This design comes from an exercise in tuning for small area on the open sky130 flow, not from production work. Where RTL was checked, it was by simulation tests only, not by an equivalence proof against the original. No functional check of the RTL was part of run 2. The clock cells of runs 3 to 8 come from the design's own scripts or RTL, not from TritonCTS. The flow treats the clock pin as an ideal source. Dropping or thinning the clock tree relies on that and would not hold on a real chip. Power and IR drop assume default switching activity.

==> design.v <==
module clock_divider
  #(parameter WIDTH = 8)
(
  input clk_in, nrst,
  input [WIDTH-1:0] scale,
  output clk_out 
);
  integer count;  
  localparam integer CONST = 258830;  
  reg [31:0] true_scale;  
  reg signal_clk_out;  
  always @(posedge clk_in) begin 
    if (!nrst) begin
      signal_clk_out <= 0;
      count <= 0;
      true_scale <= scale * CONST;  
    end
    else begin
        if (count == (true_scale / 2 - 1)) begin
          signal_clk_out <= ~signal_clk_out;  
          count <= 0;
        end else begin 
          count <= count + 1;
        end
    end 
  end
  assign clk_out = (true_scale == 0) ? 1'b0 : signal_clk_out;
endmodule
==> run.sh <==
#!/bin/bash
# synth_recipe.tcl (not shown) runs the flow's synth.tcl, then flattens the netlist and writes it again
# the make line also repeats each setting of config.mk as NAME=value (left out here)
make -C /OpenROAD-flow-scripts/flow DESIGN_CONFIG=/design/flow/config.mk WORK_HOME=/design/flow/orfs CLKGATE_MAP_FILE= SYNTH_SCRIPT=/design/flow/synth_recipe.tcl finish
==> config.mk <==
export PLATFORM = sky130hd
export DESIGN_NAME = clock_divider
export DESIGN_NICKNAME = clock_divider
export VERILOG_FILES = /design/flow/design.v
export SDC_FILE = /design/flow/constraint.sdc
export NUM_CORES = 4
export LEC_CHECK = 0
export CAP_MARGIN = 20
export CORE_MARGIN = 2
export CORE_UTILIZATION = 40
export PLACE_DENSITY = 0.6
export SLEW_MARGIN = 20
==> constraint.sdc <==
create_clock -name core_clock -period 10.0 [get_ports {clk_in}]
set_input_delay 2.0000 -clock core_clock [delete_from_list [all_inputs] [get_ports {clk_in}]]
set_output_delay 2.0000 -clock core_clock [all_outputs]
set_load 0.01 [all_outputs]
==> impl_results.md, run 1 <==
- Cell taking the most area after synthesis: ha_1
- Remaining DRCs: 0
- Clk sinks: 58
- Clk buf depth: 2
- Final Wtd Congestion: around 0.9
- Final global-route overflow total: 0
- Cells after synthesis: 566
- Placed Cells: 742
- EDFF count, synth: 25
- Netlist Area Pre-Place: 0.00536 mm2
- Area share of the leading cell type in the synthesized netlist: 15.2%
- PwrDens: 222 mW/mm2
- Worst vdd ir: 0.0000760 V
- Row count: 42
- Placed Area: 0.00561 mm2
- Diode count: 0
- Fin crit period: 6730 ps
- Area growth syn-to-layout: 10.0%
- Synth Area per Inst: 9.46 um2
- Combinational Power Share: 48.4%
- Mux contribution to synthesized area: 0.958%
- Final worst-path cycle share: 67.3%
- Layout cells sized above 1: 4.30%
- Worst EP arrival: 6800 ps
- Clock Power Share: between 20% and 30%
- Ys flop type: dfxtp_1
- R2r worst-path depth: 9
- DPL Wire Length: 8.79 mm
- Critical Path RT: 10070 ps
- Run status: finished clean
- Core outline area: around 0.013 mm2
- RSZ-0062 raised after global routing: no
- Count of final hold-check violations: 0
- Fraction of registers with async set/reset: 0%
- DIE AREA: 0.0143 mm2
- Post-DRT Antenna Nets: 0
- CP Max Fanout: 7
- Largest net degree at the start of global routing: 32
- GR Util All Layers: 16.2%
- Synth warn: 1
- Setup TNS: 0 ps
- Starting DRC count in detailed routing: about 290
- Design Area, Final: 0.00589 mm2
- Hold depth: 2
- Vias in the first global route: 3908
- DR vias: around 3800
- Final setup violating endpoints: 0
- Setup crit start kind: input pin
- Worst slack, placed: ~3000 ps
- Drt pass-1 iters: 6
- Lkg Pwr: 2.46 nW
- CTS H-tree depth: 3
- Critical path class: input pin to flip-flop
- Commonest cells after routing, fill and taps aside: nor2_1, inv_1, ha_1, xnor2_1
- Worst min path class: flip-flop to flip-flop
- F_max: 0.149 GHz
- Die X: 120 um
- First-pass GRT wire length: 18.6 mm
- Largest cells by area after synthesis: ha_1, edfxtp_1, dfxtp_1, fa_1, xnor2_1
- Synth Register Bits: 58
- I/O pins: 11
- Slew Limit Fails: 0
- Sequential fraction of the synthesis area: 26.3%
- Non-Filler Instances: 758
- Clock buffer count from CTS: 9
- Clock root buffer master: clkbuf_16
- Vias per cell: 5.03
- Initial antenna violation count: 0
- Post-synthesis simple-gate area fraction: 17.5%
- Post-CTS resize count: 0
- Total of max-cap violations: 0
- Slew Limit Headroom: 36.7%
- Clock transition at the registers of the reported paths: 50 ps
- Cell variety after synth: 58
- Most common cell after layout, fill and taps aside: nor2_1
- Post-synthesis xor/xnor area fraction: 13.6%
- Worst-margin pin slew: ~950 ps
- Initial Util: around two fifths
- Sequential share of power: ~30%
- Net Sw Frac: 38.1%
- Fillers: ~1300
- Compound-gate portion of the synthesized area: under 10%
- Total power: 0.00131 W
- # port buffers: 10
- Post-cts hold buffer count: 0
- Largest family of logic cells by synthesized area: adder cells
- Fraction of the mapped netlist area in adder cells: 27.5%
- Critical path endpoint category: flip-flop
- Int Pwr: 0.000808 W
- Final WL: 10.8 mm
- Postcts setup bufs: 0
- Clock latency (worst-skew pair): 330 ps
- Net Switching: roughly 0.0005 W
- Die Ht: between 100 and 150 um
- Layout Nets: between 600 and 700
- PnR worst setup slack: 3270 ps
- Skew final: 8.40 ps
- CTS tree: yes
- Synthesized Nets: 674
- Wire per inst: 14.2 um
==> synthesized netlist by cell type (3+ instances only) <==
master    instances
a311oi_1          3
or3_1             8
nand3_1          24
o21a_1            4
a21oi_1          21
xnor2_1          50
dfxtp_1          33
buf_6             4
clkbuf_1          5
mux2i_1           4
and2_1            3
and3_1            9
nand2_1          14
inv_1            69
ha_1             65
xor2_1           33
o21ai_0          10
edfxtp_1         25
fa_1             33
nor4_1           10
nor3_1            7
nor2_1           70
nand2b_1          8
nor2b_1           5
or2_2             3
nand4_1           6
==> power groups by stage <==
| stage | combinational, W | clock [W] | sequential (W) |
|---|---|---|---|
| after floorplan | 0.000508 | 0 | 0.000369 |
| after global placement | 0.000610 | 0 | 0.000390 |
| final | 0.000631 | 0.000287 | 0.000387 |
| after detailed placement | 0.000626 | 0 | 0.000391 |
| after global routing | 0.000722 | 0.000301 | 0.000393 |
| after CTS | 0.000634 | 0.000292 | 0.000386 |
==> state kept, by name, summed over array words and instances, names as in the netlist <==
name	flops
count	32
signal_clk_out	1
true_scale	25
==> stage by stage <==
step / hold WS (ps) / utilization (%)
after global routing: 557 / 44.8
after detailed placement: 496 / 42.7
after floorplan: 460 / -
after global placement: 490 / 42.7
final: 502 / 44.8
after CTS: 511 / 44.8
==> kinds of logic (layout without fill, tap and decap cells) <==
family	Yosys count	count (layout)
simple gates	182	182
fa+ha+maj	98	98
xor+xnor	83	83
buf+inv	79	95
compound gates	61	61
flops	58	58
mux	5	5
==> critical path, stage by stage <==
cell and delay, ps:
clkdlybuf4s50_1 570, fa_1 660, ha_1 340, inv_1 60
fa_1 500, inv_1 40, ha_1 180, ha_1 310
o21ai_0 320, a21oi_1 130, nor2b_1 170, o41ai_1 680
a311oi_1 220, nor3b_1 320, a21oi_1 140, xnor2_1 150
==> layer usage <==
metal  vias up  GRT usage [%]  routed length (um)
met5         -              0                   0
met4         0           6.99                 238
met3        21           1.90                 293
met2        65           27.1                5110
met1      1777           21.3                5110
li1       1947              -                   -
==> area by class of cell <==
type	count	area (um2)	share of cell area, %
clock buffers	14	274	4.65
inverters	69	259	4.40
well taps	176	220	3.74
clock inverters	2	10.0	0.170
multi-input cells	429	3620	61.4
flip-flops and latches	58	1410	24.0
repair buffers	10	100	1.70
==> worst paths after layout <==
path,from,slack (ps),endpoint
setup reg to reg,true_scale[4],6290,count[18]
hold reg to reg,signal_clk_out,500,signal_clk_out
setup / recovery,scale[5],3270,true_scale[25]
hold / removal,signal_clk_out,500,signal_clk_out
==> run 2, diff against run 1 <==
==> design.v (replaced) <==
module clock_divider
  #(parameter WIDTH = 8)
(
  input clk_in, nrst,
  input [WIDTH-1:0] scale,
  output clk_out
);
  localparam [16:0] P_FIRST = 17'b01010111000000010;
  localparam [16:0] P_LAST  = 17'b00101011100000001;
  reg  [16:0] p;
  wire        tick = (p[15:0] == P_LAST[15:0]);
  wire        fb   = ~(p[16] ^ p[11]) ^ tick;
  reg  [7:0] s;     
  reg  [7:0] k;     
  reg        out;
  always @(posedge clk_in) begin
    if (!nrst) begin
      p   <= P_FIRST;
      s   <= scale;
      k   <= 8'd1;
      out <= 1'b0;
    end else begin
      p <= {p[15:0], fb};
      if (tick) begin
        if (k == s) begin
          k   <= 8'd1;
          out <= out ^ (|s);
        end else begin
          k <= k + 8'd1;
        end
      end
    end
  end
  assign clk_out = out;
endmodule
==> run 2 against run 1 <==
Critical path type unchanged. Cell area shrank 72%. Clock skew grew 4.2 ps. Non-clock buffer count is the same. Sequential power shrank 58%. Worst setup slack gained 3200 ps. Critical path depth shrank 13. Total power shrank 77%. Sequential share of layout area grew 23 points. Highest routed layer unchanged.
==> impl_results.md, run 2 <==
- Most common cell after layout, fill and taps aside: dfxtp_1
- Clock buffer count from CTS: 5 (-4)
- Synth Area per Inst: 11.1 um2 (+17%)
- CTS tree: yes
- Hold depth: 1 (-1)
- Initial antenna violation count: 0 (unchanged)
- First-pass GRT wire length: 4.04 mm (-78%)
- Wire per inst: 12.4 um (-12%)
- GR Util All Layers: 13.2% (-3.0 points)
- Area share of the leading cell type in the synthesized netlist: 37.5% (+22 points)
- Postcts setup bufs: 0 (unchanged)
- Ys flop type: dfxtp_1
- Cells after synthesis: 125 (-78%)
- Layout Nets: 148 (-78%)
- Largest net degree at the start of global routing: 28 (-13%)
- Diode count: 0 (unchanged)
- CTS H-tree depth: 2 (-1)
- Sequential fraction of the synthesis area: 54.8% (+28 points)
- Row count: 21 (-50%)
- Worst min path class: flip-flop to flip-flop
- DPL Wire Length: 1.58 mm (-82%)
- Run status: finished clean
- Largest registers: p: 17 flops, k: 8 flops, s: 8 flops
- Worst slack, placed: 6150 ps (+3150 ps)
- EDFF count, synth: 8 (-68%)
- Worst vdd ir: 0.000106 V (+40%)
- Starting DRC count in detailed routing: 41 (-86%)
- Worst EP arrival: 3750 ps (-3050 ps)
- Synth Register Bits: 34 (-41%)
- Slew Limit Headroom: 46.7% (+10 points)
- Final worst-path cycle share: 35.0% (-32 points)
- PnR worst setup slack: 6500 ps (+3220 ps)
- Clk sinks: 34 (-41%)
- Critical path endpoint category: flip-flop
- # port buffers: 10 (unchanged)
- Core outline area: 0.00334 mm2 (-75%)
- Final setup violating endpoints: 0 (unchanged)
- Clock transition at the registers of the reported paths: 110 ps (+60 ps)
- Clk buf depth: 2 (unchanged)
- Largest cells by area after synthesis: dfxtp_1, edfxtp_1, xnor2_1, and2_1, nand2b_1
- Final Wtd Congestion: 0.801 (-12%)
- Skew final: 12.6 ps (+4.24 ps)
- Synth warn: 1 (unchanged)
- Worst-margin pin slew: 797 ps (-151 ps)
- Die Ht: 62.9 um (-47%)
- Largest register by flop count: p
- Vias per cell: 5.10 (+1.4%)
- Setup crit start kind: input pin
- Remaining DRCs: 0 (unchanged)
- Final WL: 2.29 mm (-79%)
- Count of final hold-check violations: 0 (unchanged)
- RSZ-0062 raised after global routing: no
- Synthesized Nets: 136 (-80%)
- Crit-path cells: clkdlybuf4s50_1, o21ai_0, o221ai_1
- Total of max-cap violations: 0 (unchanged)
- Critical Path RT: 10240 ps (+170 ps)
- I/O pins: 11 (unchanged)
- Vias in the first global route: 944 (-76%)
- DR vias: 938 (-75%)
- Commonest cells after routing, fill and taps aside: dfxtp_1, nand2b_1, xnor2_1, and2_1, clkdlybuf4s50_1
- Lkg Pwr: 0.564 nW (-77%)
- Post-DRT Antenna Nets: 0 (unchanged)
- R2r worst-path depth: 4 (-5)
- Cell taking the most area after synthesis: dfxtp_1
- PwrDens: 185 mW/mm2 (-17%)
- Critical path's slowest cell: clkdlybuf4s50_1
- Slew Limit Fails: 0 (unchanged)
- Initial Util: 41.6% (+0.81 points)
- Cell variety after synth: 32 (-45%)
- Fin crit period: 3500 ps (-3220 ps)
- CP Max Fanout: 27 (+20)
- Netlist Area Pre-Place: 0.00139 mm2 (-74%)
- DIE AREA: 0.00396 mm2 (-72%)
- Final global-route overflow total: 0 (unchanged)
- Die X: 62.9 um (-47%)
- Post-cts hold buffer count: 0 (unchanged)
- Drt pass-1 iters: 4 (-2)
- Layout cells sized above 1: 9.42% (+5.1 points)
- F_max: 0.285 GHz (+92%)
- Fraction of registers with async set/reset: 0% (unchanged)
- Top cells by count, synth: dfxtp_1, and2_1, nand2b_1, xnor2_1, edfxtp_1
- Critical path class: input pin to flip-flop
- CP peak stage delay: 990 ps (+310 ps)
- Post-CTS resize count: 0 (unchanged)
- Area growth syn-to-layout: 17.0%
- Most frequent cell after synthesis: dfxtp_1
- Clock root buffer master: clkbuf_4
- Setup TNS: 0 ps (unchanged)
- Clock latency (worst-skew pair): 320 ps (about the same)
- Max FFs per register: 17 (-47%)
run 2: changes by cell type in the layout (fill, tap and decap cells not counted), moves of 19 or more:
cell and change:
xor2_1 -33, nor2_1 -65, ha_1 -64, inv_1 -62, a21oi_1 -19, xnor2_1 -40
fa_1 -33, nand3_1 -22
run 2: cells by family (layout without fill, tap and decap cells):
logic type / count (synthesis) / in the layout / share of synthesized area, %
buffers and inverters: 12 / 25 / 3.61
AOI/OAI and AO/OA: 20 / 20 / 10.7
DFF: 34 / 34 / 54.8
xor gates and xnor gates: 10 / 10 / 6.31
adders and majority gates: 1 / 1 / 0.902
and+or+nand+nor: 47 / 47 / 22.9
muxes: 1 / 1 / 0.721
run 2: stage by stage:
step	hold WS, ps	instance area [um2]	util [%]	power (W)	instances
after floorplan	402	1390	-	0.000184	125
after global routing	444	1620	48.6	0.000316	184
after CTS	452	1620	48.6	0.000304	184
after detailed placement	430	1520	45.6	0.000194	176
after global placement	432	1520	45.6	0.000192	176
final	446	1620	48.6	0.000300	184
run 2: final cells by class:
class / count / area, um2
clock buffers: 8 / 101
flip-flops and latches: 34 / 761
multi-input cells: 79 / 577
fillers: 319 / 1710
well taps: 46 / 57.6
repair buffers: 10 / 100
inverters: 7 / 26.3
run 2: path summary, 6_finish.rpt:
kind         startpoint  endpoint  slack [ps]
max                nrst      k[4]        6500
min                p[0]      p[1]         450
max reg2reg        p[3]       out        7870
min reg2reg        p[0]      p[1]         450
run 2: worst max-delay path: cells and delay by family:
family          cells  cell delay, ps
buf+inv             1             990
compound gates      2             760
run 2: metal layers:
layer,part of all wire [%],global-route usage [%]
met1,47,15.8
met2,47,20.9
met3,4.1,4.86
met4,1.3,6.39
met5,0,0
run 2: report_power, final:
group | switching [W] | internal, W
sequential | 0.0000109 | 0.000151
combinational | 0.0000132 | 0.0000150
clock | 0.0000450 | 0.0000647
total | 0.0000690 | 0.000231
==> run 3, diff against run 2 <==
==> design.v (replaced) <==
module clock_divider
  #(parameter WIDTH = 8)
(
  input clk_in, nrst,
  input [WIDTH-1:0] scale,
  output clk_out
);
  localparam [16:0] P_FIRST = 17'b01010111000000010;
  localparam [16:0] P_LAST  = 17'b00101011100000001;
  localparam [16:0] M       = 17'b01010101010101010;
  reg  [16:0] x;
  wire [16:0] p    = x ^ M;
  wire        tick = (p[15:0] == P_LAST[15:0]);
  wire        fb   = ~(p[16] ^ p[11]) ^ tick;
  reg  [7:0] s;
  reg  [7:0] kn;
  reg        out;
  wire       match = ~|(s & kn);
  always @(posedge clk_in) begin
    if (!nrst) begin
      x   <= P_FIRST ^ M;
      s   <= scale;
      kn  <= 8'hFE;
      out <= 1'b0;
    end else begin
      x <= {p[15:0] ^ M[16:1], fb ^ M[0]};
      if (tick) begin
        kn  <= match ? 8'hFE : kn - 8'd1;
        out <= out ^ (match & |s);    
      end
    end
  end
  assign clk_out = out;
endmodule
==> flow/run.sh (new file) <==
#!/bin/bash
# Own layout flow: the standard flow (standard.sh) with three changes:
#  - synthesis is synth_recipe.tcl unchanged, except that ABC maps the logic with an
#    area script (flow/area.abc) instead of ORFS's speed script; registers are mapped
#    before ABC runs, so they are the standard synthesis's;
#  - ports get the smallest buffer (buf_1);
#  - the clock port drives two clkbuf_8 buffers, each driving half of the registers,
#    in place of TritonCTS's tree with dummy loads (flow/clock_buffers.tcl).
# Each tool's log is under orfs/logs/; make's own output is in flow_make.log.
set -euo pipefail
W=$(pwd)
F=$W/flow
{
  echo "proc abc {args} { set i [lsearch -exact \$args -script]; if {\$i >= 0} { lset args [expr {\$i + 1}] $F/area.abc }; yosys abc {*}\$args }"
  cat synth_recipe.tcl
} > my_synth.tcl
sed "s#SYNTH_SCRIPT=[^ ]*#SYNTH_SCRIPT=$W/my_synth.tcl#" standard.sh > my_standard.sh
grep -q "SYNTH_SCRIPT=$W/my_synth.tcl" my_standard.sh
cat > pre_cts.tcl <<EOF
source $F/clock_buffers.tcl
rename clock_tree_synthesis my_tritoncts
proc clock_tree_synthesis {args} { my_clock_buffers sky130_fd_sc_hd__clkbuf_8 2 }
EOF
export PRE_CTS_TCL=$W/pre_cts.tcl
export BUFFER_PORTS_ARGS="-buffer_cell sky130_fd_sc_hd__buf_1"
bash my_standard.sh finish > flow_make.log 2>&1
==> flow/area.abc (new file) <==
strash
&get -n
&fraig -x
&put
scorr
dc2
dretime
strash
&get -n
&dch -f
&nf -R 1000
&put
==> flow/clock_buffers.tcl (new file) <==
# Clock distribution for a small design: the clock port drives NBUF clock buffers directly,
# each driving one group of registers (the groups split the registers by position).
proc my_clock_buffers { buf_master nbuf } {
  set block [ord::get_db_block]
  set master [[ord::get_db] findMaster $buf_master]
  set clk_net [$block findNet clk_in]
  $clk_net setSigType CLOCK
  set sinks {}
  foreach it [$clk_net getITerms] {
    set loc [[$it getInst] getLocation]
    lappend sinks [list $it [lindex $loc 0] [lindex $loc 1]]
  }
  # split by y into rows of groups, then by x
  set n [llength $sinks]
  set sinks [lsort -integer -index 2 $sinks]
  set groups {}
  set per [expr {int(ceil(double($n) / $nbuf))}]
  for {set g 0} {$g < $nbuf} {incr g} {
    lappend groups [lrange $sinks [expr {$g * $per}] [expr {min($n, ($g + 1) * $per) - 1}]]
  }
  set g 0
  foreach grp $groups {
    if { [llength $grp] == 0 } { continue }
    set net [odb::dbNet_create $block clknet_${g}_clk_in]
    $net setSigType CLOCK
    set inst [odb::dbInst_create $block $master clkbuf_${g}_clk_in]
    set sx 0; set sy 0
    foreach s $grp {
      set it [lindex $s 0]
      set sx [expr {$sx + [lindex $s 1]}]; set sy [expr {$sy + [lindex $s 2]}]
      $it disconnect
      $it connect $net
    }
    foreach it [$inst getITerms] {
      set m [[$it getMTerm] getName]
      if { $m == "A" } { $it connect $clk_net }
      if { $m == "X" } { $it connect $net }
    }
    $inst setLocation [expr {$sx / [llength $grp]}] [expr {$sy / [llength $grp]}]
    $inst setPlacementStatus PLACED
    puts "clock buffer $g ($buf_master) drives [llength $grp] registers"
    incr g
  }
}
==> standard.sh (new file) <==
#!/bin/bash
# synth_recipe.tcl (not shown) runs the flow's synth.tcl, then flattens the netlist and writes it again
# the make line also repeats each setting of config.mk as NAME=value (left out here)
make -C /OpenROAD-flow-scripts/flow DESIGN_CONFIG=/design/flow/config.mk WORK_HOME=/design/flow/orfs CLKGATE_MAP_FILE= SYNTH_SCRIPT=/design/flow/synth_recipe.tcl "${@:-finish}"
removed: run.sh
==> run 3 against run 2 <==
Still clean on timing, DRC and antenna. Utilization decreased by 3.7 points. Via count decreased by 23%. First-iteration DRC count decreased by 9.8%. Combinational power decreased by 75%.
==> impl_results.md, run 3 <==
- Final setup violating endpoints: 0 (unchanged)
- Largest net degree at the start of global routing: 23 (-18%)
- Worst min path class: flip-flop to flip-flop
- RSZ-0062 raised after global routing: no
- Die Ht: 56.8 um (-9.7%)
- Final worst-path cycle share: 37.0% (+2.0 points)
- Critical Path RT: 10040 ps (-200 ps)
- RR Endpoint: kn[7]
- DR vias: 722 (-23%)
- R2r worst-path depth: 7 (+3)
- Synth Area per Inst: 11.4 um2 (+2.5%)
- Row count: 19 (-9.5%)
- Worst vdd ir: 0.000113 V (+6.3%)
- Largest registers: x: 17 flops, kn: 8 flops, s: 8 flops
- First-pass GRT wire length: 3.10 mm (-23%)
- Synth warn: 1 (unchanged)
- Run status: finished clean
- Worst slack, placed: 6090 ps (-66.5 ps)
- # port buffers: 10 (unchanged)
- Post-CTS resize count: 0 (unchanged)
- DPL Wire Length: 1.33 mm (-16%)
- Fraction of registers with async set/reset: 0% (unchanged)
- Clock latency (worst-skew pair): 150 ps (-170 ps)
- Initial antenna violation count: 0 (unchanged)
- Endpoint of the worst hold path: x[7]
- Largest register by flop count: x
- Cell taking the most area after synthesis: dfxtp_1
- Post-cts hold buffer count: 0 (unchanged)
- Sequential fraction of the synthesis area: 68.2% (+13 points)
- Remaining DRCs: 0 (unchanged)
- Hold depth: 1 (unchanged)
- PwrDens: 170 mW/mm2 (-8.2%)
- Area growth syn-to-layout: 9.32%
- Synthesized Nets: 109 (-20%)
- Skew final: 1.48 ps (-11.2 ps)
- Clock transition at the registers of the reported paths: 100 ps (about the same)
- F_max: 0.270 GHz (-5.4%)
- GR Util All Layers: 11.7% (-1.5 points)
- Layout Nets: 123 (-17%)
- I/O pins: 11 (unchanged)
- Worst EP arrival: 3750 ps (about the same)
- Layout cells sized above 1: 1.82% (-7.6 points)
- Wire per inst: 12.5 um (+0.58%)
- Count of final hold-check violations: 0 (unchanged)
- Core Util, Final: 45.0% (-3.7 points)
- Vias in the first global route: 706 (-25%)
- Area share of the leading cell type in the synthesized netlist: 46.7% (+9.2 points)
- Synth Register Bits: 34 (unchanged)
- Most frequent cell after synthesis: dfxtp_1
- RR Startpoint: x[2]
- Most common cell after layout, fill and taps aside: dfxtp_1
- Vias per cell: 5.12 (+0.45%)
- Post-DRT Antenna Nets: 0 (unchanged)
- Total of max-cap violations: 0 (unchanged)
- Final Wtd Congestion: 0.803 (+0.17%)
- Commonest cells after routing, fill and taps aside: dfxtp_1, nor2_1, buf_1, nand2_1, edfxtp_1
- Die X: 56.8 um (-9.7%)
- Cells after synthesis: 98 (-22%)
- Starting DRC count in detailed routing: 37 (-9.8%)
- CP Max Fanout: 22 (-19%)
- Final WL: 1.77 mm (-23%)
- Worst-margin pin slew: 598 ps (-199 ps)
- Lkg Pwr: 0.415 nW (-26%)
- Worst min-delay path startpoint: x[6]
- Slew Limit Headroom: 59.9% (+13 points)
- DIE AREA: 0.00323 mm2 (-18%)
- Postcts setup bufs: 0 (unchanged)
- Cell variety after synth: 22 (-31%)
- Fin crit period: 3700 ps (+200 ps)
- Top cells by count, synth: dfxtp_1, nor2_1, nand2_1, edfxtp_1, or4_1
- Setup TNS: 0 ps (unchanged)
- Critical path class: input pin to flip-flop
- Ys flop type: dfxtp_1
- EDFF count, synth: 8 (unchanged)
- Final hold slack: 389 ps (-56.7 ps)
- Largest cells by area after synthesis: dfxtp_1, edfxtp_1, nor2_1, or4_1, nand2_1
- Reg2Reg Setup Slack: 7130 ps (-740 ps)
- Core outline area: 0.00271 mm2 (-19%)
- Netlist Area Pre-Place: 0.00111 mm2 (-20%)
- Setup crit start kind: input pin
- Final global-route overflow total: 0 (unchanged)
- Max FFs per register: 17 (unchanged)
- Slew Limit Fails: 0 (unchanged)
- Critical path endpoint category: flip-flop
- Diode count: 0 (unchanged)
- Initial Util: 41.1% (-0.45 points)
- PnR worst setup slack: 6300 ps (-200 ps)
- Drt pass-1 iters: 4 (unchanged)
==> run 3: cell types whose count changed in the layout (fill, tap and decap cells not counted), sizes merged, moves of 6 or more <==
cell / previous run / this run
clkbuf: 8 / 2
inv: 7 / 0
clkdlybuf4s50: 10 / 0
nor2: 5 / 14
buf: 0 / 10
xnor2: 10 / 3
nand2b: 10 / 0
and2: 10 / 1
==> run 3: through the flow <==
stage,instances,power [W],instance area [um2]
after floorplan,98,0.000157,1110
after global placement,139,0.000160,1190
after detailed placement,139,0.000160,1190
after CTS,141,0.000199,1220
after global routing,141,0.000216,1220
final,141,0.000207,1220
==> run 3: worst max-delay path, cell delays in order <==
cell and delay (ps):
buf_1 200, clkinv_1 540, a21oi_1 680, a21boi_0 230, o21ai_0 90
==> run 3: layer usage <==
metal | wire length [um] | share of wire [%] | global-route usage (%)
met5 | 0 | 0 | 0
met4 | 45 | 2.5 | 2.33
met3 | 30 | 1.7 | 0.461
met2 | 836 | 47 | 20.4
met1 | 852 | 48 | 16.3
==> run 3: cells by family after synthesis <==
| kind of cell | Yosys count | synth area share, % |
|---|---|---|
| xor+xnor | 4 | 3.14 |
| flops | 34 | 68.2 |
| compound gates | 15 | 8.75 |
| fa+ha+maj | 1 | 1.12 |
| simple gates | 40 | 17.4 |
| buf+inv | 4 | 1.35 |
==> run 3: how the worst max path moves through the flow <==
stage | from | endpoint | slack [ps]
floorplan | nrst | kn[3] | 6780
global placement | nrst | kn[3] | 6220
detailed placement | nrst | kn[3] | 6090
CTS | nrst | kn[3] | 6070
global route | nrst | kn[3] | 6070
finish | nrst | kn[3] | 6300
==> run 3: report_power, final <==
group / switching [W] / internal, W / total [W]
combinational: 0.00000405 / 0.00000285 / 0.00000690
clock: 0.0000315 / 0.0000185 / 0.0000500
sequential: 0.00000311 / 0.000147 / 0.000150
total: 0.0000386 / 0.000168 / 0.000207
==> run 3: final cells by class <==
cell class | count | area, um2
Tap cell | 31 | 38.8
Sequential cell | 34 | 761
Multi-Input combinational cell | 60 | 339
Timing Repair Buffer | 10 | 37.5
Buffer | 2 | 27.5
Fill cell | 281 | 1490
Inverter | 4 | 15.0
==> run 4, diff against run 3 <==
--- a/config.mk
+++ b/config.mk
@@ -8,5 +8,5 @@
 export CAP_MARGIN = 20
 export CORE_MARGIN = 2
-export CORE_UTILIZATION = 40
+export CORE_UTILIZATION = 20
 export PLACE_DENSITY = 0.6
 export SLEW_MARGIN = 20
==> run 4 against run 3 <==
Still clean on timing, DRC and antenna. Total power grew 0.71%. Final cell count grew 29%. Flip-flop and latch count is the same. Clock skew grew 2.5 ps. Combinational power grew 2%. Hold slack lost 5.1 ps. Maximum frequency grew 1.2%. Synthesized cell count is the same. Via count grew 1.1%. Utilization shrank 22 points. Sequential share of layout area shrank 2.5 points. Cell area grew 4.2%. Critical path type unchanged. Critical endpoint unchanged. Largest power group unchanged.
==> impl_results.md, run 4 <==
- Run status: finished clean
- Max FFs per register: 17 (unchanged)
- Clock transition at the registers of the reported paths: 100 ps (about the same)
- Worst EP arrival: 3710 ps (-40 ps)
- Ys flop type: dfxtp_1
- Vias per cell: 4.01 (-22%)
- Worst min path class: flip-flop to flip-flop
- Synth Area per Inst: 11.4 um2 (unchanged)
- Commonest cells after routing, fill and taps aside: dfxtp_1, nor2_1, buf_1, nand2_1, edfxtp_1
- GR Util All Layers: 6.36% (-5.4 points)
- Die Ht: 78.7 um (+39%)
- Skew final: 3.99 ps (+2.52 ps)
- Final global-route overflow total: 0 (unchanged)
- Wire per inst: 10.1 um (-19%)
- Slew Limit Headroom: 59.8% (-0.093 points)
- Fraction of registers with async set/reset: 0% (unchanged)
- Vias in the first global route: 789 (+12%)
- Clock Power Share: 24.6% (+0.4 points)
- Lkg Pwr: 0.415 nW (unchanged)
- Largest net degree at the start of global routing: 23 (unchanged)
- Die X: 78.7 um (+39%)
- Postcts setup bufs: 0 (unchanged)
- Core outline area: 0.00544 mm2 (+100%)
- Largest cells by area after synthesis: dfxtp_1, edfxtp_1, nor2_1, or4_1, nand2_1
- Diode count: 0 (unchanged)
- PnR worst setup slack: 6340 ps (+42.2 ps)
- Worst-margin pin slew: 599 ps (+1.39 ps)
- Initial Util: 20.5% (-21 points)
- Fin crit period: 3660 ps (-42.2 ps)
- Critical path endpoint category: flip-flop
- Count of final hold-check violations: 0 (unchanged)
- Synthesized Nets: 109 (unchanged)
- Combinational Power Share: 3.4% (about the same)
- Slew Limit Fails: 0 (unchanged)
- Most frequent cell after synthesis: dfxtp_1
- Setup crit start kind: input pin
- Placed Cells: 180 (+29%)
- Final hold slack: 384 ps (-5.12 ps)
- Area occupied by multi-input gates: 339 um2 (unchanged)
- First-pass GRT wire length: 3.35 mm (+8.2%)
- RSZ-0062 raised after global routing: no
- Setup TNS: 0 ps (unchanged)
- Reg area: 761 um2 (unchanged)
- PwrDens: 164 mW/mm2 (-3.4%)
- Largest registers: x: 17 flops, kn: 8 flops, s: 8 flops
- Cell variety after synth: 22 (unchanged)
- Critical path class: input pin to flip-flop
- Worst slack, placed: 6120 ps (+29.1 ps)
- Remaining DRCs: 0 (unchanged)
- Cells after synthesis: 98 (unchanged)
- Final WL: 1.84 mm (+4.1%)
- Row count: 27 (+8)
- Total of max-cap violations: 0 (unchanged)
- Starting DRC count in detailed routing: 48 (+30%)
- Post-cts hold buffer count: 0 (unchanged)
- Area share of the leading cell type in the synthesized netlist: 46.7% (unchanged)
- Critical Path RT: 10050 ps (about the same)
- DPL Wire Length: 1.39 mm (+4.3%)
- Top cells by count, synth: dfxtp_1, nor2_1, nand2_1, edfxtp_1, or4_1
- Final worst-path cycle share: 36.6% (-0.42 points)
- Layout cells sized above 1: 1.82% (unchanged)
- Cell taking the most area after synthesis: dfxtp_1
- Netlist Area Pre-Place: 0.00111 mm2 (unchanged)
- EDFF count, synth: 8 (unchanged)
- # port buffers: 10 (unchanged)
- Synth warn: 1 (unchanged)
- Drt pass-1 iters: 5 (+1)
- Most common cell after layout, fill and taps aside: dfxtp_1
- Post-CTS resize count: 0 (unchanged)
- Net Switching: 0.0000400 W (+3.7%)
- Clock latency (worst-skew pair): 160 ps (about the same)
- DR vias: 730 (+1.1%)
- Sequential fraction of the synthesis area: 68.2% (unchanged)
- Post-DRT Antenna Nets: 0 (unchanged)
- Worst vdd ir: 0.0000728 V (-36%)
- F_max: 0.273 GHz (+1.2%)
- CP Max Fanout: 22 (unchanged)
- Layout Nets: 123 (unchanged)
- Largest register by flop count: x
- Synth Register Bits: 34 (unchanged)
- Non-Filler Instances: 182 (+29%)
- Total power: 0.000208 W (+0.71%)
- Initial antenna violation count: 0 (unchanged)
- Fillers: 571 (+100%)
- Int Pwr: 0.000168 W (about the same)
- DIE AREA: 0.00619 mm2 (+92%)
- Sequential share of power: 72.0% (-0.5 points)
- Area growth syn-to-layout: 13.9%
- I/O pins: 11 (unchanged)
- Net Sw Frac: 19.2% (+0.55 points)
- Final setup violating endpoints: 0 (unchanged)
- Final Wtd Congestion: 0.727 (-9.4%)
## run 4: cell counts after synthesis
No cell type changed its count.
## run 4: kinds of logic (layout without fill, tap and decap cells)
kind of cell	Yosys count	count (layout)	share of synthesized area (%)
buffers and inverters	4	16	1.35
XOR/XNOR	4	4	3.14
adder cells (fa/ha/maj)	1	1	1.12
AND/OR/NAND/NOR	40	40	17.4
AO/OA/AOI/OAI	15	15	8.75
flip-flops	34	34	68.2
## run 4: metrics by stage
| step | util, % | instance area (um2) |
|---|---|---|
| 2_1_floorplan | - | 1110 |
| 3_3_place_gp | 22.8 | 1240 |
| 3_5_place_dp | 22.8 | 1240 |
| 4_1_cts | 23.3 | 1270 |
| 5_1_grt | 23.3 | 1270 |
| 6_report | 23.3 | 1270 |
## run 4: metal layers
layer / global-route usage (%) / wire length (um)
met5: 0 / 0
met4: 0.526 / 14
met3: 0.345 / 35
met2: 11.5 / 871
met1: 8.64 / 916
## run 4: worst paths after layout
| check | from | endpoint | slack, ps | cells past startpoint |
|---|---|---|---|---|
| worst min-delay path | x[4] | x[5] | 380 | 1 |
| worst max register to register | x[2] | kn[7] | 7140 | 7 |
| worst max-delay path | nrst | kn[3] | 6340 | 5 |
| worst min register to register | x[4] | x[5] | 380 | 1 |
## run 4: power groups by stage
| stage | Combinational, W | Sequential [W] | Clock, W |
|---|---|---|---|
| after CTS | 0.00000723 | 0.000153 | 0.0000388 |
| after global routing | 0.00000816 | 0.000151 | 0.0000564 |
| after detailed placement | 0.00000717 | 0.000153 | 0 |
| after floorplan | 0.00000440 | 0.000152 | 0 |
| final | 0.00000705 | 0.000150 | 0.0000512 |
| after global placement | 0.00000705 | 0.000153 | 0 |
## run 4: final cells by class
type / count / area share [%]
Sequential cell: 34 / 59.9
Inverter: 4 / 1.18
Timing Repair Buffer: 10 / 2.96
Multi-Input combinational cell: 60 / 26.7
Tap cell: 72 / 7.09
Buffer: 2 / 2.17
## run 4: worst max-delay path: stages
cell	delay (ps)
buf_1	200
clkinv_1	550
a21oi_1	650
a21boi_0	220
o21ai_0	90
==> run 5, diff against run 4 <==
==> flow/run.sh (replaced) <==
#!/bin/bash
# Own layout flow: the standard flow (standard.sh) with these changes:
#  - synthesis is synth_recipe.tcl, except that ABC maps the logic with several scripts
#    (ORFS's speed script and flow/abc_*.script) and the smallest mapping is kept
#    (flow/abc_pick.tcl), and Yosys's adder extraction (ADDER_MAP_FILE) is off, so adders
#    go through ABC too; registers are mapped before ABC runs, so they are the standard
#    synthesis's;
#  - ports get the smallest buffer (buf_1);
#  - the clock port drives NBUF clock buffers, each driving one group of registers,
#    in place of TritonCTS's tree with dummy loads (flow/clock_buffers.tcl).
# Each tool's log is under orfs/logs/; make's own output is in flow_make.log.
set -euo pipefail
W=$(pwd)
F=$W/flow
CLKBUF=${CLKBUF:-sky130_fd_sc_hd__clkbuf_8}
NBUF=${NBUF:-2}
export FLOW_ABC_SCRIPTS="$(ls $F/abc_*.script | tr '\n' ' ')"
{
  echo "source $F/abc_pick.tcl"
  cat synth_recipe.tcl
} > my_synth.tcl
sed -e "s#SYNTH_SCRIPT=[^ ]*#SYNTH_SCRIPT=$W/my_synth.tcl ADDER_MAP_FILE=#" standard.sh > my_standard.sh
grep -q "SYNTH_SCRIPT=$W/my_synth.tcl ADDER_MAP_FILE=" my_standard.sh
cat > pre_cts.tcl <<EOF
source $F/clock_buffers.tcl
rename clock_tree_synthesis my_tritoncts
proc clock_tree_synthesis {args} { my_clock_buffers $CLKBUF $NBUF }
EOF
export PRE_CTS_TCL=$W/pre_cts.tcl
export BUFFER_PORTS_ARGS="-buffer_cell sky130_fd_sc_hd__buf_1"
bash my_standard.sh finish > flow_make.log 2>&1
==> flow/abc_a.script (new file) <==
strash
&get -n
&fraig -x
&put
scorr
dc2
dretime
strash
&get -n
&dch -f
&nf -R 1000
&put
==> flow/abc_b.script (new file) <==
strash
dc2
&get -n
&dch -f
&nf -R 1000
&put
==> flow/abc_c.script (new file) <==
strash
&get -n
&fraig -x
&put
scorr
dc2
dretime
strash
&get -n
&dch -f
&nf -R 1000
&put
strash
&get -n
&dch -f
&nf -R 1000
&put
==> flow/abc_d.script (new file) <==
strash
&get -n
&fraig -x
&put
scorr
dc2
dretime
strash
&get -n
&dch -f
&nf -R 1000 -p
&put
==> flow/abc_pick.tcl (new file) <==
# Sourced by the synthesis script before ORFS's synth.tcl. Replaces the abc command: ABC maps
# the logic once with each script in FLOW_ABC_SCRIPTS (and ORFS's own), and the mapping with
# the smallest cell area is kept. Registers are mapped before abc runs and are not touched.
proc my_abc_area {} {
  set st [yosys tee -q -s result.string stat {*}$::my_lib_args]
  if {[regexp {Chip area for module[^:]*:\s*([0-9.]+)} $st -> a]} { return $a }
  return 1e18
}
proc abc {args} {
  set i [lsearch -exact $args -script]
  set ::my_lib_args {}
  foreach j [lsearch -all -exact $args -liberty] { lappend ::my_lib_args -liberty [lindex $args [expr {$j + 1}]] }
  yosys design -save my_pre_abc
  set best ""; set best_area 1e18
  foreach s [concat [list [lindex $args [expr {$i + 1}]]] $::env(FLOW_ABC_SCRIPTS)] {
    yosys design -load my_pre_abc
    set a $args; lset a [expr {$i + 1}] $s
    yosys abc {*}$a
    yosys opt_clean -purge
    set area [my_abc_area]
    puts "bench abc script $s: area $area"
    if {$area < $best_area} { set best_area $area; set best $s }
  }
  puts "bench abc: keeping $best (area $best_area)"
  yosys design -load my_pre_abc
  set a $args; lset a [expr {$i + 1}] $best
  yosys abc {*}$a
}
removed: flow/area.abc
==> run 5 against run 4 <==
Still clean on timing, DRC and antenna. First-iteration DRC count down 38%. Cell area fell by 4.0%. Clock skew barely moved. Final cell count down 3.8%. Critical path depth is 3 lower. Global-route usage decreased by 0.55 points. Register-to-register slack improved by 200 ps. Clock power barely moved. Total power is 0.16% lower. Hold slack better by 9.7 ps. Critical endpoint is now s[4]. Highest routed layer unchanged.
==> impl_results.md, run 5 <==
- Run status: finished clean
- Compound-gate portion of the synthesized area: 7.86% (-0.89 points)
- EDFF count, synth: 8 (unchanged)
- Most common cell after layout, fill and taps aside: dfxtp_1
- Final global-route overflow total: 0 (unchanged)
- Worst min path class: flip-flop to flip-flop
- Largest register by flop count: x
- Vias in the first global route: 649 (-18%)
- Endpoint of the worst hold path: x[10]
- Wire per inst: 9.70 um (-3.9%)
- Initial antenna violation count: 0 (unchanged)
- Cell taking the most area after synthesis: dfxtp_1
- Largest net degree at the start of global routing: 21 (-8.7%)
- Slew Limit Headroom: 63.4% (+3.6 points)
- Sequential fraction of the synthesis area: 71.4% (+3.1 points)
- Critical Path RT: 9750 ps (-300 ps)
- Vias per cell: 3.89 (-3.1%)
- Final WL: 1.70 mm (-7.6%)
- F_max: 0.320 GHz (+17%)
- Initial Util: 20.7% (+0.24 points)
- Fillers: 589 (+3.2%)
- Setup TNS: 0 ps (unchanged)
- Final Wtd Congestion: 0.711 (-2.2%)
- RR Endpoint: kn[7]
- Fin crit period: 3130 ps (-534 ps)
- Row count: 26 (-3.7%)
- Post-DRT Antenna Nets: 0 (unchanged)
- Hold depth: 1 (unchanged)
- Skew final: 3.75 ps (-0.239 ps)
- Worst min-delay path startpoint: x[9]
- Drt pass-1 iters: 4 (-1)
- Largest registers: x: 17 flops, kn: 8 flops, s: 8 flops
- Mux contribution to synthesized area: 0% (unchanged)
- R2r worst-path depth: 10 (+3)
- # port buffers: 10 (unchanged)
- RR Startpoint: x[11]
- Clock latency (worst-skew pair): 160 ps (about the same)
- DR vias: 680 (-6.8%)
- Worst-margin pin slew: 545 ps (-53.9 ps)
- Net Sw Frac: 19.1% (-0.087 points)
- CP Max Fanout: 20 (-9.1%)
- Fraction of registers with async set/reset: 0% (unchanged)
- RSZ-0062 raised after global routing: no
- Int Pwr: 0.000168 W (about the same)
- Critical path endpoint category: flip-flop
- Cells after synthesis: 93 (-5.1%)
- I/O pins: 11 (unchanged)
- Cell variety after synth: 18 (-18%)
- Total of max-cap violations: 0 (unchanged)
- Reg2Reg Setup Slack: 7340 ps (+200 ps)
- Die X: 77.0 um (-2.1%)
- Worst EP arrival: 2880 ps (-830 ps)
- Commonest cells after routing, fill and taps aside: dfxtp_1, nor2_1, nand2_1, buf_1, edfxtp_1
- Reg area: 761 um2 (unchanged)
- Synth Area per Inst: 11.5 um2 (+0.76%)
- Netlist Area Pre-Place: 0.00107 mm2 (-4.4%)
- Ys flop type: dfxtp_1
- GR Util All Layers: 5.81% (-0.55 points)
- Most frequent cell after synthesis: dfxtp_1
- Lkg Pwr: 0.394 nW (-4.9%)
- Synth Register Bits: 34 (unchanged)
- Final hold slack: 394 ps (+9.73 ps)
- Synth warn: 1 (unchanged)
- Critical path's slowest cell: clkinv_1
- First-pass GRT wire length: 2.96 mm (-12%)
- Layout Nets: 117 (-4.9%)
- Area share of the leading cell type in the synthesized netlist: 48.8% (+2.1 points)
- Remaining DRCs: 0 (unchanged)
- CP peak stage delay: 560 ps (-90 ps)
- Critical path class: input pin to flip-flop
- Clock Power Share: 24.6% (about the same)
- Count of final hold-check violations: 0 (unchanged)
- Combinational Power Share: 3.1% (-0.3 points)
- Crit-path cells: buf_1, clkinv_1
- Largest cells by area after synthesis: dfxtp_1, edfxtp_1, nor2_1, nand2_1, a21oi_1
- Critical Path Stages: 2 (-3)
- Slew Limit Fails: 0 (unchanged)
- Post-synthesis simple-gate area fraction: 18.0% (+0.56 points)
- PwrDens: 171 mW/mm2 (+4.0%)
- Largest family of logic cells by synthesized area: simple AND/OR/NAND/NOR gates
- Die Ht: 77.0 um (-2.1%)
- Post-cts hold buffer count: 0 (unchanged)
- Setup crit start kind: input pin
- DIE AREA: 0.00593 mm2 (-4.2%)
- CP Buf/Inv Count: 2 (unchanged)
- Worst vdd ir: 0.0000812 V (+11%)
- Diode count: 0 (unchanged)
- Fraction of the mapped netlist area in adder cells: 0% (-1.1 points)
- Starting DRC count in detailed routing: 30 (-38%)
- Net Switching: 0.0000398 W (-0.61%)
- Final setup violating endpoints: 0 (unchanged)
- Max FFs per register: 17 (unchanged)
- Area growth syn-to-layout: 14.3%
- DPL Wire Length: 1.29 mm (-7.1%)
- Final worst-path cycle share: 31.3% (-5.3 points)
- Post-CTS resize count: 0 (unchanged)
- Area occupied by multi-input gates: 302 um2 (-11%)
- Top cells by count, synth: dfxtp_1, nor2_1, nand2_1, edfxtp_1, a21oi_1
- Layout cells sized above 1: 1.90% (+0.087 points)
- Postcts setup bufs: 0 (unchanged)
- Synthesized Nets: 103 (-5.5%)
- Post-synthesis xor/xnor area fraction: 2.46% (-0.68 points)
- Sequential share of power: 72.3% (+0.3 points)
- Clock transition at the registers of the reported paths: 100 ps (about the same)
- Core outline area: 0.00514 mm2 (-5.5%)
- Worst path top cell family by delay: buffers and inverters
==> run 5: final cells by class <==
class / count / share of cell area [%]
sequential: 34 / 62.4
multi-input combinational: 58 / 24.7
tap: 70 / 7.19
timing repair buffer: 10 / 3.08
buffer: 2 / 2.26
inverter: 1 / 0.308
==> run 5: worst max-delay path by stage <==
stage               start   end  slack [ps]
floorplan            nrst  s[0]        7310
global placement     nrst  s[5]        6670
detailed placement   nrst  s[5]        6630
CTS                  nrst  s[5]        6620
global route         nrst  s[7]        6740
finish               nrst  s[4]        6870
==> run 5: layer usage <==
| layer | vias up | global-route usage, % | wire (um) |
|---|---|---|---|
| li1 | 355 | - | - |
| met1 | 306 | 8.92 | 884 |
| met2 | 16 | 9.04 | 701 |
| met3 | 3 | 0.118 | 60 |
| met4 | 0 | 1.43 | 51 |
| met5 | - | 0 | 0 |
==> run 5: kinds of logic after synthesis <==
kind of cell / after synthesis
simple gates: 41
flops: 34
compound gates: 14
xor+xnor: 3
buf+inv: 1
==> run 5: power groups by stage <==
stage           logic [W]  registers, W  clock network, W
3_3_place_gp   0.00000660      0.000153                 0
5_1_grt        0.00000761      0.000151         0.0000588
4_1_cts        0.00000669      0.000153         0.0000388
2_1_floorplan  0.00000404      0.000152                 0
6_report       0.00000648      0.000150         0.0000512
3_5_place_dp   0.00000670      0.000153                 0
==> run 5: through the flow <==
stage                     cell area (um2)  setup WS, ps  power (W)  utilization (%)  cells
final                                1220          6870   0.000208             23.7    175
after global routing                 1220          6740   0.000217             23.7    175
after CTS                            1220          6620   0.000199             23.7    175
after detailed placement             1190          6630   0.000160             23.2    173
after global placement               1190          6670   0.000160             23.2    173
after floorplan                      1070          7310   0.000156                -     93
==> run 6, diff against run 5 <==
--- a/flow/run.sh
+++ b/flow/run.sh
@@ -13,6 +13,6 @@
 W=$(pwd)
 F=$W/flow
-CLKBUF=${CLKBUF:-sky130_fd_sc_hd__clkbuf_8}
-NBUF=${NBUF:-2}
+CLKBUF=${CLKBUF:-sky130_fd_sc_hd__clkbuf_4}
+NBUF=${NBUF:-3}
 export FLOW_ABC_SCRIPTS="$(ls $F/abc_*.script | tr '\n' ' ')"
 {
==> run 6 against run 5 <==
Critical path depth unchanged. Synthesized cell count stayed put. Flip-flop and latch count unchanged. Global-route usage barely moved.
==> impl_results.md, run 6 <==
- Setup crit start kind: input pin
- CP Max Fanout: 20 (unchanged)
- I/O pins: 11 (unchanged)
- Worst path top cell family by delay: buffers and inverters
- Largest register by flop count: x
- Post-cts hold buffer count: 0 (unchanged)
- Most common cell after layout, fill and taps aside: dfxtp_1
- Max FFs per register: 17 (unchanged)
- Worst vdd ir: 0.0000458 V (-44%)
- Core outline area: 0.00514 mm2 (unchanged)
- Vias per cell: 3.90 (+0.31%)
- Slew Limit Fails: 0 (unchanged)
- Initial Util: 20.7% (unchanged)
- Diode count: 0 (unchanged)
- Final global-route overflow total: 0 (unchanged)
- Largest family of logic cells by synthesized area: simple AND/OR/NAND/NOR gates
- Remaining DRCs: 0 (unchanged)
- PnR worst setup slack: 6890 ps (+19.2 ps)
- Post-synthesis xor/xnor area fraction: 2.46% (unchanged)
- Met3 global-route usage: 0.118% (unchanged)
- Largest registers: x: 17 flops, kn: 8 flops, s: 8 flops
- Row count: 26 (unchanged)
- Netlist Area Pre-Place: 0.00107 mm2 (unchanged)
- Skew final: 16.0 ps (+12.2 ps)
- Placed Cells: 173 (unchanged)
- Top cells by count, synth: dfxtp_1, nor2_1, nand2_1, edfxtp_1, a21oi_1
- Worst EP arrival: 2880 ps (about the same)
- Lkg Pwr: 0.394 nW (-0.15%)
- Fin crit period: 3110 ps (-19.2 ps)
- Worst-margin pin slew: 543 ps (-1.91 ps)
- Die X: 77.0 um (unchanged)
- Area share of the leading cell type in the synthesized netlist: 48.8% (unchanged)
- Largest net degree at the start of global routing: 21 (unchanged)
- Fraction of registers with async set/reset: 0% (unchanged)
- Ys flop type: dfxtp_1
- RR Endpoint: kn[7]
- Synthesized Nets: 103 (unchanged)
- Critical path endpoint category: flip-flop
- DR vias: 686 (+0.88%)
- Fraction of the mapped netlist area in adder cells: 0% (unchanged)
- First-pass GRT wire length: 2.95 mm (-0.24%)
- Met1 Track Usage GR: 8.92% (unchanged)
- Worst min path class: flip-flop to flip-flop
- Commonest cells after routing, fill and taps aside: dfxtp_1, nor2_1, nand2_1, buf_1, edfxtp_1
- Critical Path RT: 9770 ps (+20 ps)
- EDFF count, synth: 8 (unchanged)
- Critical path class: input pin to flip-flop
- Reg2Reg Setup Slack: 7330 ps (about the same)
- Final WL: 1.72 mm (+1.1%)
- F_max: 0.322 GHz (+0.62%)
- Drt pass-1 iters: 4 (unchanged)
- Sequential fraction of the synthesis area: 71.4% (unchanged)
- Count of final hold-check violations: 0 (unchanged)
- Clock latency (worst-skew pair): 170 ps (about the same)
- RSZ-0062 raised after global routing: no
- Setup crit end: s[4]
- Core Util, Final: 23.6% (-0.097 points)
- Synth warn: 1 (unchanged)
- Slew Limit Headroom: 63.5% (+0.13 points)
- Setup TNS: 0 ps (unchanged)
- Total of max-cap violations: 0 (unchanged)
- Clock transition at the registers of the reported paths: 120 ps (+20 ps)
- Layout cells sized above 1: 2.83% (+0.93 points)
- DPL Wire Length: 1.29 mm (unchanged)
- Post-CTS resize count: 0 (unchanged)
- Crit-path cells: buf_1, clkinv_1
- PwrDens: 168 mW/mm2 (-1.6%)
- Area growth syn-to-layout: 13.8%
- Mux contribution to synthesized area: 0% (unchanged)
- Cell taking the most area after synthesis: dfxtp_1
- Layer with the highest usage: met1
- CP peak stage delay: 560 ps (about the same)
- # port buffers: 10 (unchanged)
- R2r worst-path depth: 10 (unchanged)
- Vias in the first global route: 647 (-0.31%)
- Run status: finished clean
- DIE AREA: 0.00593 mm2 (unchanged)
- GR Util All Layers: 5.76% (-0.050 points)
- RR Startpoint: x[11]
- Synth Area per Inst: 11.5 um2 (unchanged)
- Initial antenna violation count: 0 (unchanged)
- Final Wtd Congestion: 0.711 (unchanged)
- Final setup violating endpoints: 0 (unchanged)
- Die Ht: 77.0 um (unchanged)
- Cell variety after synth: 18 (unchanged)
- Compound-gate portion of the synthesized area: 7.86% (unchanged)
- CP Buf/Inv Count: 2 (unchanged)
- Non-Filler Instances: 176 (+0.57%)
- Worst slack, placed: 6630 ps (unchanged)
- Fillers: 590 (+0.17%)
- Cells after synthesis: 93 (unchanged)
- Postcts setup bufs: 0 (unchanged)
- Most frequent cell after synthesis: dfxtp_1
- Worst setup path start: nrst
- M2 GR Usage: 8.86% (-0.18 points)
- Post-DRT Antenna Nets: 0 (unchanged)
- Critical Path Stages: 2 (unchanged)
- Starting DRC count in detailed routing: 25 (-17%)
- Critical path's slowest cell: clkinv_1
- Wire per inst: 9.74 um (+0.49%)
- Largest cells by area after synthesis: dfxtp_1, edfxtp_1, nor2_1, nand2_1, a21oi_1
- Synth Register Bits: 34 (unchanged)
- Layout Nets: 118 (+0.85%)
- Post-synthesis simple-gate area fraction: 18.0% (unchanged)
- Final worst-path cycle share: 31.1% (-0.19 points)
## run 6: stage by stage
step	power [W]	hold WS, ps	area [um2]
2_1_floorplan	0.000156	358	1070
3_3_place_gp	0.000160	364	1190
5_1_grt	0.000213	405	1210
4_1_cts	0.000195	375	1210
6_report	0.000204	395	1210
3_5_place_dp	0.000160	371	1190
## run 6: routing by layer
metal	vias up	wire, um	part of all wire (%)
li1	358	-	-
met1	303	907	53
met2	22	697	41
met3	3	66	3.8
met4	0	43	2.5
met5	-	0	0
## run 6: final cells by class
type	instances	area (um2)	share of cell area, %
sequential	34	761	62.7
multi-input combinational	58	302	24.8
tap	70	87.6	7.22
timing repair buffer	10	37.5	3.09
buffer	3	22.5	1.86
inverter	1	3.75	0.309
## run 6: how the worst min path moves through the flow
stage,from,endpoint,slack [ps],cells past startpoint
global route,x[12],x[13],400,1
finish,x[9],x[10],400,1
floorplan,x[9],x[10],360,1
detailed placement,x[9],x[10],370,1
CTS,x[4],x[5],370,1
global placement,x[4],x[5],360,1
## run 6: cells by family after synthesis
kind of cell              Yosys count
AOI/OAI and AO/OA                  14
xor gates and xnor gates            3
DFF                                34
and+or+nand+nor                    41
buffers and inverters               1
## run 6: power breakdown
part / internal (W) / switching (W) / total [W]
clock: 0.0000144 / 0.0000326 / 0.0000470
sequential: 0.000147 / 0.00000350 / 0.000150
combinational: 0.00000274 / 0.00000373 / 0.00000647
total: 0.000164 / 0.0000398 / 0.000204
==> run 7, diff against run 6 <==
--- a/config.mk
+++ b/config.mk
@@ -9,4 +9,4 @@
 export CORE_MARGIN = 2
 export CORE_UTILIZATION = 20
-export PLACE_DENSITY = 0.6
+export PLACE_DENSITY = 0.85
 export SLEW_MARGIN = 20
==> run 7 against run 6 <==
Utilization stayed put. Sequential share of layout area unchanged. Cell area unchanged. Still clean. Clock power down 4%. Total power is 0.86% lower.
==> impl_results.md, run 7 <==
- DR vias: 697 (+1.6%)
- Most common cell after layout, fill and taps aside: dfxtp_1
- Post-cts hold buffer count: 0 (unchanged)
- CP Max Fanout: 20 (unchanged)
- Postcts setup bufs: 0 (unchanged)
- First-pass GRT wire length: 2.89 mm (-2.1%)
- EDFF count, synth: 8 (unchanged)
- Largest net degree at the start of global routing: 21 (unchanged)
- Cells after synthesis: 93 (unchanged)
- Lkg Pwr: 0.394 nW (unchanged)
- PwrDens: 167 mW/mm2 (-0.86%)
- Worst EP arrival: 2860 ps (-20 ps)
- Remaining DRCs: 0 (unchanged)
- GR Util All Layers: 5.71% (-0.055 points)
- Largest registers: x: 17 flops, kn: 8 flops, s: 8 flops
- R2r worst-path depth: 10 (unchanged)
- Critical path class: input pin to flip-flop
- Die X: 77.0 um (unchanged)
- Netlist Area Pre-Place: 0.00107 mm2 (unchanged)
- Fraction of registers with async set/reset: 0% (unchanged)
- Clock latency (worst-skew pair): 170 ps (about the same)
- Area growth syn-to-layout: 13.8% (unchanged)
- Setup crit start kind: input pin
- I/O pins: 11 (unchanged)
- Cell taking the most area after synthesis: dfxtp_1
- Worst slack, placed: 6700 ps (+75.2 ps)
- Die Ht: 77.0 um (unchanged)
- Synthesized Nets: 103 (unchanged)
- Critical path's slowest cell: clkinv_1
- Total of max-cap violations: 0 (unchanged)
- Top cells by count, synth: dfxtp_1, nor2_1, nand2_1, edfxtp_1, a21oi_1
- Row count: 26 (unchanged)
- Diode count: 0 (unchanged)
- Final hold slack: 392 ps (-3.29 ps)
- Synth Register Bits: 34 (unchanged)
- Initial antenna violation count: 0 (unchanged)
- CP peak stage delay: 540 ps (-20 ps)
- Most frequent cell after synthesis: dfxtp_1
- Largest cells by area after synthesis: dfxtp_1, edfxtp_1, nor2_1, nand2_1, a21oi_1
- Slew Limit Headroom: 64.9% (+1.4 points)
- RR Endpoint: kn[7]
- Layout Nets: 118 (unchanged)
- Critical path endpoint category: flip-flop
- Synth Area per Inst: 11.5 um2 (unchanged)
- Cell variety after synth: 18 (unchanged)
- Layout cells sized above 1: 2.83% (unchanged)
- Max FFs per register: 17 (unchanged)
- Starting DRC count in detailed routing: 62 (+150%)
- Design Area, Final: 0.00121 mm2 (unchanged)
- Worst-margin pin slew: 523 ps (-20.3 ps)
- PnR worst setup slack: 6900 ps (+11.0 ps)
- Post-DRT Antenna Nets: 0 (unchanged)
- Worst min path class: flip-flop to flip-flop
- Vias in the first global route: 663 (+2.5%)
- Vias per cell: 3.96 (+1.6%)
- Final setup violating endpoints: 0 (unchanged)
- Initial Util: 20.7% (unchanged)
- RR Startpoint: x[11]
- Setup crit end: s[4]
- Synth warn: 1 (unchanged)
- Largest register by flop count: x
- Crit-path cells: buf_1, clkinv_1
- Clock transition at the registers of the reported paths: 100 ps (-20 ps)
- Final global-route overflow total: 0 (unchanged)
- Run status: finished clean
- Wire per inst: 9.66 um (-0.82%)
- Skew final: 14.9 ps (-1.07 ps)
- F_max: 0.323 GHz (+0.35%)
- Reg2Reg Setup Slack: 7350 ps (+20 ps)
- Worst vdd ir: 0.0000357 V (-22%)
- Worst setup path start: nrst
- Final worst-path cycle share: 31.0% (-0.11 points)
- Final Wtd Congestion: 0.833 (+17%)
- Final WL: 1.70 mm (-0.82%)
- # port buffers: 10 (unchanged)
- DIE AREA: 0.00593 mm2 (unchanged)
- CP Buf/Inv Count: 2 (unchanged)
- Setup TNS: 0 ps (unchanged)
- Drt pass-1 iters: 4 (unchanged)
- Sequential fraction of the synthesis area: 71.4% (unchanged)
- RSZ-0062 raised after global routing: no
- Critical Path RT: 9760 ps (about the same)
- Ys flop type: dfxtp_1
- Core outline area: 0.00514 mm2 (unchanged)
- Area share of the leading cell type in the synthesized netlist: 48.8% (unchanged)
- Slew Limit Fails: 0 (unchanged)
- Placed Area: 0.00119 mm2 (unchanged)
- Critical Path Stages: 2 (unchanged)
- Commonest cells after routing, fill and taps aside: dfxtp_1, nor2_1, nand2_1, buf_1, edfxtp_1
- Count of final hold-check violations: 0 (unchanged)
- DPL Wire Length: 1.32 mm (+2.9%)
- Core Util, Final: 23.6% (unchanged)
- Worst path top cell family by delay: buffers and inverters
- Fin crit period: 3100 ps (-11.0 ps)
- Post-CTS resize count: 0 (unchanged)
==> run 7: cell counts after synthesis <==
Identical to the previous run, type by type.
==> run 7: metal layers <==
metal / vias up / wire length (um) / global-route usage [%]
li1: 361 / - / -
met5: - / 0 / 0
met3: 2 / 42 / 0.706
met4: 0 / 17 / 1.25
met1: 325 / 823 / 7.51
met2: 9 / 817 / 10.0
==> run 7: worst min-delay path by stage <==
stage               startpoint    end  slack [ps]  cells past startpoint
floorplan                 x[9]  x[10]         360                      1
global placement          x[4]   x[5]         360                      1
detailed placement        x[4]   x[5]         380                      1
CTS                       x[4]   x[5]         370                      1
global route              x[2]   x[3]         400                      1
finish                    x[4]   x[5]         390                      1
==> run 7: kinds of logic after synthesis <==
logic type	count (synthesis)	synth area share, %
xor gates and xnor gates	3	2.47
DFF	34	71.4
AOI/OAI and AO/OA	14	7.86
buffers and inverters	1	0.352
and+or+nand+nor	41	18.0
==> run 7: final cells by class <==
| cell class | count | area, um2 |
|---|---|---|
| Inverter | 1 | 3.75 |
| Sequential cell | 34 | 761 |
| Multi-Input combinational cell | 58 | 302 |
| Tap cell | 70 | 87.6 |
| Fill cell | 575 | 3930 |
| Timing Repair Buffer | 10 | 37.5 |
| Buffer | 3 | 22.5 |
==> run 7: worst register-to-register path, cell delays in order, from the launching register on <==
cell	delay [ps]
dfxtp_1	400
nand4_1	110
nor3_1	200
nand2_1	140
or2_0	290
or3_1	360
or2_0	280
or3_1	380
nor2_1	160
xnor2_1	140
nand3_1	90
==> run 7: stage by stage <==
step                power (W)  cells
floorplan            0.000156     93
global placement     0.000160    173
detailed placement   0.000160    173
global route         0.000212    176
finish               0.000202    176
CTS                  0.000195    176
==> run 7: power by group <==
| group | leakage, nW | internal (W) | total [W] | switching (W) |
|---|---|---|---|---|
| combinational | 0.0880 | 0.00000274 | 0.00000669 | 0.00000394 |
| sequential | 0.292 | 0.000147 | 0.000150 | 0.00000344 |
| clock | 0.0138 | 0.0000144 | 0.0000451 | 0.0000307 |
| total | 0.394 | 0.000164 | 0.000202 | 0.0000381 |
==> run 8, diff against run 7 <==
--- a/design.v
+++ b/design.v
@@ -12,5 +12,5 @@
   wire [16:0] p    = x ^ M;
   wire        tick = (p[15:0] == P_LAST[15:0]);
-  wire        fb   = ~(p[16] ^ p[11]) ^ tick;
+  wire        fb   = ~(p[16] ^ p[11]) & ~tick;
   reg  [7:0] s;
   reg  [7:0] kn;
==> run 8 against run 7 <==
Largest cell class unchanged. Critical path depth up 7. Wire length down 0.76%. Highest routed layer unchanged. Die area down 0.32%. Via count down 1.4%. Utilization up 0.077 points.
==> impl_results.md, run 8 <==
- F_max: 0.320 GHz (-0.76%)
- Setup crit start kind: flip-flop
- Vias in the first global route: 694 (+4.7%)
- Worst slack, placed: 6670 ps (-35.3 ps)
- DPL Wire Length: 1.32 mm (-0.33%)
- Final hold slack: 372 ps (-20.2 ps)
- PwrDens: 167 mW/mm2 (about the same)
- Ys flop type: dfxtp_1
- Final global-route overflow total: 0 (unchanged)
- Slew Limit Fails: 0 (unchanged)
- CP Max Fanout: 5 (-75%)
- Setup TNS: 0 ps (unchanged)
- Diode count: 0 (unchanged)
- Synth Area per Inst: 11.7 um2 (+1.8%)
- DR vias: 687 (-1.4%)
- Largest net degree at the start of global routing: 22 (+4.8%)
- Slew Limit Headroom: 59.8% (-5.1 points)
- Row count: 26 (unchanged)
- Clock transition at the registers of the reported paths: 110 ps (about the same)
- Skew final: 20.0 ps (+5.08 ps)
- Net Switching: 0.0000374 W (-1.7%)
- Total power: 0.000202 W (-0.24%)
- Layout Nets: 116 (-1.7%)
- Critical path endpoint category: flip-flop
- # port buffers: 10 (unchanged)
- Worst EP arrival: 3170 ps (+310 ps)
- Critical Path RT: 10050 ps (+290 ps)
- Worst min path class: flip-flop to flip-flop
- Int Pwr: 0.000164 W (+0.11%)
- First-pass GRT wire length: 3.01 mm (+4.0%)
- Net Sw Frac: 18.6% (-0.28 points)
- Starting DRC count in detailed routing: 35 (-44%)
- RSZ-0062 raised after global routing: no
- Post-cts hold buffer count: 0 (unchanged)
- Fin crit period: 3120 ps (+23.6 ps)
- Clock latency (worst-skew pair): 170 ps (about the same)
- Initial Util: 20.8% (+0.059 points)
- Clock Power Share: 22.3% (about the same)
- EDFF count, synth: 8 (unchanged)
- Worst vdd ir: 0.0000848 V (+140%)
- Commonest cells after routing, fill and taps aside: dfxtp_1, nor2_1, buf_1, nand2_1, edfxtp_1
- Synthesized Nets: 101 (-1.9%)
- Post-DRT Antenna Nets: 0 (unchanged)
- Final worst-path cycle share: 31.2% (+0.24 points)
- Postcts setup bufs: 0 (unchanged)
- Final Wtd Congestion: 0.785 (-5.7%)
- Die X: 76.9 um (-0.16%)
- Combinational Power Share: 3.3% (about the same)
- Sequential share of power: 74.4% (about the same)
- Lkg Pwr: 0.394 nW (about the same)
- Initial antenna violation count: 0 (unchanged)
- Sequential fraction of the synthesis area: 71.6% (+0.25 points)
- Largest cells by area after synthesis: dfxtp_1, edfxtp_1, nor2_1, nand2_1, a21oi_1
- Largest registers: x: 17 flops, kn: 8 flops, s: 8 flops
- Remaining DRCs: 0 (unchanged)
- Top cells by count, synth: dfxtp_1, nor2_1, edfxtp_1, nand2_1, a21oi_1
- Area share of the leading cell type in the synthesized netlist: 49.0% (+0.17 points)
- I/O pins: 11 (unchanged)
- Core outline area: 0.00511 mm2 (-0.63%)
- Final WL: 1.69 mm (-0.76%)
- Most frequent cell after synthesis: dfxtp_1
- Max FFs per register: 17 (unchanged)
- Most common cell after layout, fill and taps aside: dfxtp_1
- Largest register by flop count: x
- Cell taking the most area after synthesis: dfxtp_1
- Wire per inst: 9.70 um (+0.38%)
- Vias per cell: 3.95 (-0.30%)
- Fraction of registers with async set/reset: 0% (unchanged)
- DIE AREA: 0.00591 mm2 (-0.32%)
- Cell variety after synth: 20 (+2)
- PnR worst setup slack: 6880 ps (-23.6 ps)
- Final setup violating endpoints: 0 (unchanged)
- Die Ht: 76.9 um (-0.16%)
- Area growth syn-to-layout: 13.9% (about the same)
- Total of max-cap violations: 0 (unchanged)
- Drt pass-1 iters: 4 (unchanged)
- Run status: finished clean
- Post-CTS resize count: 0 (unchanged)
- Netlist Area Pre-Place: 0.00106 mm2 (-0.35%)
- GR Util All Layers: 5.86% (+0.15 points)
- Layout cells sized above 1: 2.88% (+0.054 points)
- Synth warn: 1 (unchanged)
- Cells after synthesis: 91 (-2.2%)
- Critical path class: flip-flop to flip-flop
- Synth Register Bits: 34 (unchanged)
- Count of final hold-check violations: 0 (unchanged)
- Worst-margin pin slew: 597 ps (+73.8 ps)
run 8: changes by cell type after synthesis:
cell,before,now
a21oi_1,6,5
or2_0,2,1
nand2_1,10,8
nand2b_1,0,2
or4_1,0,1
nand4_1,3,4
a22oi_1,0,1
nand3_1,3,2
a221oi_1,1,0
o21ai_0,5,4
run 8: layout make-up:
cell class | count | area, um2
fillers | 559 | 3900
repair buffers | 10 | 37.5
well taps | 70 | 87.6
plain buffers | 3 | 22.5
flip-flops and latches | 34 | 761
multi-input cells | 56 | 298
inverters | 1 | 3.75
run 8: critical path, cell delays in order, from the launching register on:
cell and delay (ps):
dfxtp_1 330, or4_1 530, nor4_1 530, nand2b_1 210
or3_1 380, or2_0 280, or3_1 380, nor2_1 140
xnor2_1 140, nand3_1 80
run 8: metal layers:
metal	up-vias	global-route usage, %	routed length [um]
met2	22	11.1	796
met4	0	0.727	20
met5	-	0	0
met1	311	7.49	787
li1	351	-	-
met3	3	0.235	84
run 8: path summary, 6_finish.rpt:
path	start	to	slack, ps	depth (start not counted)
max	x[2]	kn[7]	6880	9
min	x[6]	x[7]	370	1
max reg2reg	x[2]	kn[7]	6880	9
min reg2reg	x[6]	x[7]	370	1
run 8: logic make-up (layout without fill, tap and decap cells):
kind of cell | after synthesis | after routing | share of synthesized area, %
AOI/OAI and AO/OA | 12 | 12 | 6.83
xor gates and xnor gates | 3 | 3 | 2.47
buffers and inverters | 1 | 14 | 0.353
DFF | 34 | 34 | 71.6
and+or+nand+nor | 41 | 41 | 18.7
run 8: power groups by stage:
| stage | sequential (W) | combinational, W | clock [W] |
|---|---|---|---|
| floorplan | 0.000152 | 0.00000424 | 0 |
| global placement | 0.000153 | 0.00000655 | 0 |
| detailed placement | 0.000153 | 0.00000676 | 0 |
| CTS | 0.000153 | 0.00000679 | 0.0000349 |
| global route | 0.000151 | 0.00000787 | 0.0000529 |
| finish | 0.000150 | 0.00000666 | 0.0000449 |
run 8: metrics by stage:
step,instance area [um2],utilization (%),instances
final,1210,23.7,174
after global routing,1210,23.7,174
after CTS,1210,23.7,174
after detailed placement,1190,23.2,171
after global placement,1190,23.2,171
after floorplan,1060,-,91

Setup slack of run 8, layout unchanged: 6.879 ns with ideal ports, 6.879 ns with driving cells assumed (clock clkbuf_16, inputs buf_2), 6.703 ns with port delays also shifted by the 0.189 ns mid clock arrival.
